Context: an optimization exercise on an open-source flow, tuned for small area and a short achievable clock period. The choices shown serve that exercise and are no tape-out recipe. For this run, only the layout was checked, not whether the RTL still works. Power is estimated from default activity; no workload was simulated.

**design/flow/design.v**
```verilog
module Registers (
  input  [22:0] fa,
  input  [22:0] fb,
  input         sa,
  input         sb,
  input  [7:0]  ea,
  input  [7:0]  eb,
  input         gt_e,
  input         eq_e,
  input         fge,
  output [31:0] Sum
);
  wire        agb = gt_e | (eq_e & fge);    
  wire [7:0]  s0;
  wire        unused_c;
  CSA #(8) ediff (.a(ea), .b(~eb), .cin(1'b0), .s(s0), .cout(unused_c));
  wire [7:0]  eL  = gt_e ? ea : eb;         
  wire [7:0]  dd  = s0 ^ {8{~gt_e}};
  wire        sub = sa ^ sb;
  wire [23:0] ma = {1'b1, fa}, mb = {1'b1, fb};
  wire [23:0] mL = agb ? ma : mb;
  wire [23:0] mP = agb ? (gt_e ? {1'b0, mb[23:1]} : mb) : ma;
  wire [23:0] mS = (|dd[7:5]) ? 24'd0 : mP >> dd[4:0];
  wire [23:0] s;
  wire        c;
  CSA #(24) add (.a(mL), .b(mS ^ {24{sub}}), .cin(sub), .s(s), .cout(c));
  wire [24:0] r = {c ^ sub, s};
  wire [4:0]  lz;
  wire [24:0] rs;
  normalizer n (.r(r), .lz(lz), .o(rs));
  wire        z  = ~|r;
  wire [7:0]  e1 = eL + 8'd1;
  wire [7:0]  e2 = eL + 8'd2;
  wire [7:0]  pe = z ? 8'd0 : e1 - {3'd0, lz};
  wire        of = (&eL) | (~z & (e2 == {3'd0, lz}));
  wire        sign = (agb ? sa : sb) & ~z;
  assign Sum = of ? 32'd0 : {sign, pe, rs[23:1]};
endmodule
module four_bit_adder #(parameter N = 23) (input [N-1:0] a, input [N-1:0] b, output ge);
  wire [N-1:0] s;
  CSA #(N) c (.a(a), .b(~b), .cin(1'b1), .s(s), .cout(ge));
endmodule
module CSA #(parameter N = 24) (input [N-1:0] a, input [N-1:0] b, input cin,
                                output [N-1:0] s, output cout);
  wire [N-1:0] g0 = a & b;
  wire [N-1:0] p0 = a ^ b;
  reg  [N-1:0] g, p;
  integer i, l;
  always @* begin
    g = g0;
    p = p0;
    g[0] = g0[0] | (p0[0] & cin);
    for (l = 0; (1 << l) < N; l = l + 1)
      for (i = 0; i < N; i = i + 1)
        if (i & (1 << l)) begin
          g[i] = g[i] | (p[i] & g[((i >> l) << l) - 1]);
          p[i] = p[i] & p[((i >> l) << l) - 1];
        end
  end
  assign s    = p0 ^ {g[N-2:0], cin};
  assign cout = g[N-1];
endmodule
module normalizer (input [24:0] r, output [4:0] lz, output [24:0] o);
  wire [31:0] x0 = {r, 7'd0};
  reg  [15:0] a1, c1;    
  reg  [7:0]  a2;
  reg  [15:0] c2;
  reg  [3:0]  a3;
  reg  [11:0] c3;
  reg  [1:0]  a4;
  reg  [7:0]  c4;
  integer g;
  always @* begin
    for (g = 0; g < 16; g = g + 1) begin
      a1[g] = ~(x0[2*g+1] | x0[2*g]);
      c1[g] = ~x0[2*g+1];
    end
    for (g = 0; g < 8; g = g + 1) begin
      a2[g] = a1[2*g+1] & a1[2*g];
      c2[2*g +: 2] = a1[2*g+1] ? {1'b1, c1[2*g]} : {1'b0, c1[2*g+1]};
    end
    for (g = 0; g < 4; g = g + 1) begin
      a3[g] = a2[2*g+1] & a2[2*g];
      c3[3*g +: 3] = a2[2*g+1] ? {1'b1, c2[4*g +: 2]} : {1'b0, c2[4*g+2 +: 2]};
    end
    for (g = 0; g < 2; g = g + 1) begin
      a4[g] = a3[2*g+1] & a3[2*g];
      c4[4*g +: 4] = a3[2*g+1] ? {1'b1, c3[6*g +: 3]} : {1'b0, c3[6*g+3 +: 3]};
    end
  end
  assign lz = a4[1] ? {1'b1, c4[3:0]} : {1'b0, c4[7:4]};
  wire [31:0] x1 = lz[4] ? {x0[15:0], 16'd0} : x0;
  wire [31:0] x2 = lz[3] ? {x1[23:0], 8'd0} : x1;
  wire [31:0] x3 = lz[2] ? {x2[27:0], 4'd0} : x2;
  wire [31:0] x4 = lz[1] ? {x3[29:0], 2'd0} : x3;
  wire [31:0] x5 = lz[0] ? {x4[30:0], 1'd0} : x4;
  assign o  = x5[31:7];
endmodule
module FPA (
  input  [31:0] A,
  input  [31:0] B,
  output        gt_e,     
  output        eq_e,     
  output        fge       
);
  wire [7:0] ea = A[30:23], eb = B[30:23];
  assign gt_e = ea > eb;
  assign eq_e = ea == eb;
  four_bit_adder #(23) cmp (.a(A[22:0]), .b(B[22:0]), .ge(fge));
endmodule
module FPA_final (
  input         clk,
  input         rst,
  input  [31:0] in1,
  input  [31:0] in2,
  output reg [31:0] OUT
);
  wire       gt_n, eq_n, fge_n;
  FPA B1 (.A(in1), .B(in2), .gt_e(gt_n), .eq_e(eq_n), .fge(fge_n));
  reg [22:0] fa, fb;
  reg        sa, sb, gt_e, eq_e, fge, rst_d;
  reg [7:0]  ea, eb;
  always @(posedge clk) begin
    fa    <= in1[22:0];
    fb    <= in2[22:0];
    sa    <= in1[31];
    sb    <= in2[31];
    ea    <= in1[30:23];
    gt_e  <= gt_n;
    eq_e  <= eq_n;
    fge   <= fge_n;
    eb    <= in2[30:23];
    rst_d <= rst;
  end
  wire [31:0] C;
  Registers M (.fa(fa), .fb(fb), .sa(sa), .sb(sb), .ea(ea), .eb(eb), .gt_e(gt_e),
               .eq_e(eq_e), .fge(fge), .Sum(C));
  always @(posedge clk) begin
    if (rst)
      OUT <= 32'd0;
    else if (rst_d)
      OUT <= 32'h00800000;
    else
      OUT <= C;
  end
endmodule
```
**design/flow/flow/run.sh**
```bash
#!/bin/bash
# Standard layout with three changes: the full/half-adder extraction pass is
# skipped in synthesis (ABC maps the prefix adders directly), the ports get
# sky130 buf_1 buffers, and the repair passes aim below the design's period.
cp config.mk config_orig.log
cat >> config.mk <<'EOC'
export ADDER_MAP_FILE =
export SETUP_SLACK_MARGIN = 15.8
export BUFFER_PORTS_ARGS = -buffer_cell sky130_fd_sc_hd__buf_1
EOC
bash standard.sh > standard_run.log 2>&1
```
**design/flow/standard.sh**
```bash
#!/bin/bash
# synth_recipe.tcl (not shown) runs the flow's synth.tcl, then flattens the netlist and writes it again
# the make line also repeats each setting of config.mk as NAME=value (left out here)
make -C /OpenROAD-flow-scripts/flow DESIGN_CONFIG=/design/flow/config.mk WORK_HOME=/design/flow/orfs CLKGATE_MAP_FILE= SYNTH_SCRIPT=/design/flow/synth_recipe.tcl "${@:-finish}"
```
**design/flow/config.mk**
```make
export PLATFORM = sky130hd
export DESIGN_NAME = FPA_final
export DESIGN_NICKNAME = FPA_final
export VERILOG_FILES = /design/flow/design.v
export SDC_FILE = /design/flow/constraint.sdc
export NUM_CORES = 4
export LEC_CHECK = 0
export ABC_AREA = 1
export CAP_MARGIN = 20
export CORE_MARGIN = 2
export CORE_UTILIZATION = 40
export SLEW_MARGIN = 20
export ADDER_MAP_FILE =
export SETUP_SLACK_MARGIN = 15.8
export BUFFER_PORTS_ARGS = -buffer_cell sky130_fd_sc_hd__buf_1
```
**design/flow/constraint.sdc**
```tcl
create_clock -name core_clock -period 22.0 [get_ports {clk}]
set_input_delay 4.4000 -clock core_clock [delete_from_list [all_inputs] [get_ports {clk}]]
set_output_delay 4.4000 -clock core_clock [all_outputs]
set_load 0.01 [all_outputs]
```
==> flow_summary.ini <==
[sta]
rsz0062_at_grt = true
worstMarginPinSlew_ns = 0.903
drv_slew = 0
fin_worst_skew_ns = 0.0114
fmax_mhz = 167
setup_viol = 0
finalHoldViolCount = 0
max-slew-margin-rel_pct = 39.1
setup_tns_ns = 0
period_minus_slack_ns = 5.99
post-route-period-util_pct = 27.2
hold_slack_ns = 0.564

[synthesis]
synthesis.instances = 1672
ys_warn_count = 5
synth_fp_nets = 1738
synthesis.area_mm2 = 0.00941
yosysSeqAreaShare_pct = 21.3
synth_top_area_cell = nand2_1
yosysTopAreaCellShare_pct = 25.1
synth-edff-count = 0
synth-seq-cells = 100
synth_cell_types = 57
syn_area_per_cell_um2 = 5.63
ys.flop_type = dfxtp_1
async_flop_share_pct = 0
yosys-top-cells-area = nand2_1 25%, dfxtp_1 21%, nand3_1 13%, inv_1 6.7%, o21ai_0 4.4%

[layout]
n_antenna_cell = 0
mostFrequentLayoutCells = 625 x nand2_1, 244 x nand3_1, 164 x inv_1
drive_above_1_share_pct = 10.2
layout_commonest_cell = nand2_1
fin_area_mm2 = 0.0104
final_cells = 2061
final_util_pct = 44.6
area_growth_pct = 10.3
final_net_count = 1803

[floorplanning]
core-area_mm2 = 0.0233
die-area_mm2 = 0.0248
die_h_um = 157
ios = 98
dieWidth_um = 157
placementRows = 56
start_util_pct = 40.5

[power_and_ir_drop]
p_leak_nw = 5.20
ir_drop_uv = 38.9
powerDensity_mw_per_mm2 = 93.1

[outcome]
status = complete, no violations

[setup_path]
critPathMaxStageDelay_ns = 0.26
cpLargestDelayFamily = compound AO/OA/AOI/OAI gates
r2r-start = gt_e$_DFF_P_
worstPathArrival_ns = 6.28
cp_slowest_cell = o31ai_2
worstPathMaxFanout = 2
crit_chain = buf_6 -> inv_2 -> nand2_1 -> a31oi_1 -> nor2_1 -> a211oi_2 -> o21ai_2 -> a221oi_2 -> or2_4 -> a31oi_4 -> o31ai_2 -> nand2_1 -> o211ai_1 -> nand4_1 -> o2111ai_2
critical_path_buf_inv_count = 2
end_kind = flop
crit_required_ns = 22.29
cpMostUsedCell = nand2_1
critPathLaunchType = primary input
worstSetupPathType = primary input to flop
crit_start = in2[1]

[clock_network]
cts_tree = yes
clk_latency_ns = 0.37
clockRootBuffer = clkbuf_16
numClockSinks = 100
htree_levels = 3
cts.reportedPaths.clkPinSlew_ns = 0.07
numCtsBuffers = 9
clock_path_buffers = 2

[global_route]
grt_pass1_vias = 8832
grt.overflow.total = 0
grt_start_max_net_pins = 72
grt_first_pass_wirelength_um = 43000
grtUsageTotal_pct = 21.6
grt_antenna_before_repair = 0

[detailed_routing]
firstDrtPassIters = 6
drcViolationCount = 0
avgViaCountPerCell = 5.07
drtIter0Drc = 730
routed_wl_um = 27700
drtAntennaViolNets = 0
routedWlPerCell_um = 13.5
vias = 10500

[min_path]
hold_path_class = flop to flop
hold_start = sb$_DFF_P_

[flow_run]
maxCapViolations = 0

[place]
dpl_cell_area_mm2 = 0.00984
dp_hpwl_um = 21400
port_buffers = 97
place.gp.congestion = 0.918
dp.cells = 2032
[metrics by stage]
stage | worst slack, ns | power, mW
after floorplan | 16.16 | 0.665
after global placement | 14.78 | 0.778
after detailed placement | 14.68 | 0.783
after CTS | 15.83 | 0.946
after global routing | 15.74 | 1.05
final | 16.01 | 0.967
[worst reg2reg max path: cells and delay by family, from the launching register on]
kind,cells,cell delay (ns)
AO/OA/AOI/OAI,1,0.25
XOR/XNOR,2,0.44
buffers and inverters,6,1.20
flip-flops,1,0.36
AND/OR/NAND/NOR,28,3.44
[what timing repair did]
| item | CTS | global route |
|---|---|---|
| gates resized for setup | 10 | 31 |
| setup buffers | 0 | 6 |
| endpoints found under the setup margin | 32 | 33 |
| hold buffers | 0 | 0 |
| gates cloned | 1 | 6 |
| pin swaps | 1 | 6 |
[sequential cells by signal (all words and copies together), names as in the netlist]
signal / count
rst_d: 1
OUT: 32
fb: 23
ea: 8
gt_e: 1
fa: 23
sb: 1
eq_e: 1
fge: 1
sa: 1
eb: 8
[routing by layer]
layer | global-route usage, % | part of all wire, % | vias to the layer above
met4 | 7.14 | 2.8 | 0
met3 | 2.62 | 3.7 | 52
met1 | 28.7 | 47 | 4623
met5 | 0 | 0 | -
li1 | - | - | 5509
met2 | 36.1 | 47 | 269
[cell usage after synthesis, types with 3 or more instances]
library cell  instances
a21boi_0              3
a21boi_1              4
a21oi_1              38
a21oi_2              20
a31oi_1               4
and2_1                4
buf_2                22
buf_4                14
buf_6                 8
clkbuf_1             14
dfxtp_1             100
inv_1               167
inv_2                16
nand2_1             629
nand2_2              30
nand2_4               7
nand3_1             246
nand3_2               7
nand3b_1             10
nand4_1              12
nor2_1              108
nor2_2               16
nor2_4                4
nor3_1                8
o2111ai_1             3
o211ai_1             14
o21ai_0              83
o21ai_1              10
o21ai_2               4
o221ai_1              3
o22ai_1               5
or2_1                 4
or2_2                10
xor2_1               14
[cell type report]
| type | count | area (µm²) |
|---|---|---|
| clock buffer | 9 | 225 |
| timing repair inverter | 1 | 7.51 |
| clock inverter | 7 | 55.1 |
| fill | 2610 | 12900 |
| multi-input combinational | 1333 | 6520 |
| tap | 319 | 399 |
| sequential | 100 | 2000 |
| timing repair buffer | 107 | 460 |
| inverter | 185 | 711 |
[power breakdown]
group / switching, mW / internal [mW]
Combinational: 0.416 / 0.183
Clock: 0.0813 / 0.0786
Sequential: 0.00691 / 0.201
Total: 0.504 / 0.463
[path summary, 6_finish.rpt]
kind	endpoint	slack [ns]	depth (start not counted)
setup / recovery	fge$_DFF_P_	16.01	15
hold / removal	OUT[31]$_SDFF_PP0_	0.56	2
setup reg to reg	OUT[4]$_SDFF_PP0_	16.25	37
hold reg to reg	OUT[31]$_SDFF_PP0_	0.56	2
[cells by family (layout without fill, tap and decap cells)]
kind of cell / after synthesis / after routing / share of synthesized area, %
DFF: 100 / 100 / 21.3
buffers and inverters: 245 / 309 / 11.3
AOI/OAI and AO/OA: 203 / 203 / 13.2
muxes: 2 / 2 / 0.213
xor gates and xnor gates: 18 / 18 / 1.95
and+or+nand+nor: 1104 / 1110 / 52.1

[what the ideal ports hide]
How much do the figures lean on ideal ports? The routed layout below was timed once more, with nothing changed but the port constraints. Step 1 assumes that a clkbuf_16 drives the clock port and a buf_2 every other input. Step 2, shift: input delay + t, output delay - t, t = (earliest + latest rising clock arrival at the registers) / 2. This alone moves slack from input paths to output paths. Three values: ideal ports, drivers, drivers and shift; two values: the first two.
t (ns): 0.410
slack for setup (ns): 16.007 / 16.025 / 15.614
worst register clock-pin slew, ns: 0.09 / 0.09
After both steps this run still meets setup and hold. The setup slack of this run moves by +0.018 ns with the drivers and by -0.393 ns with both steps.
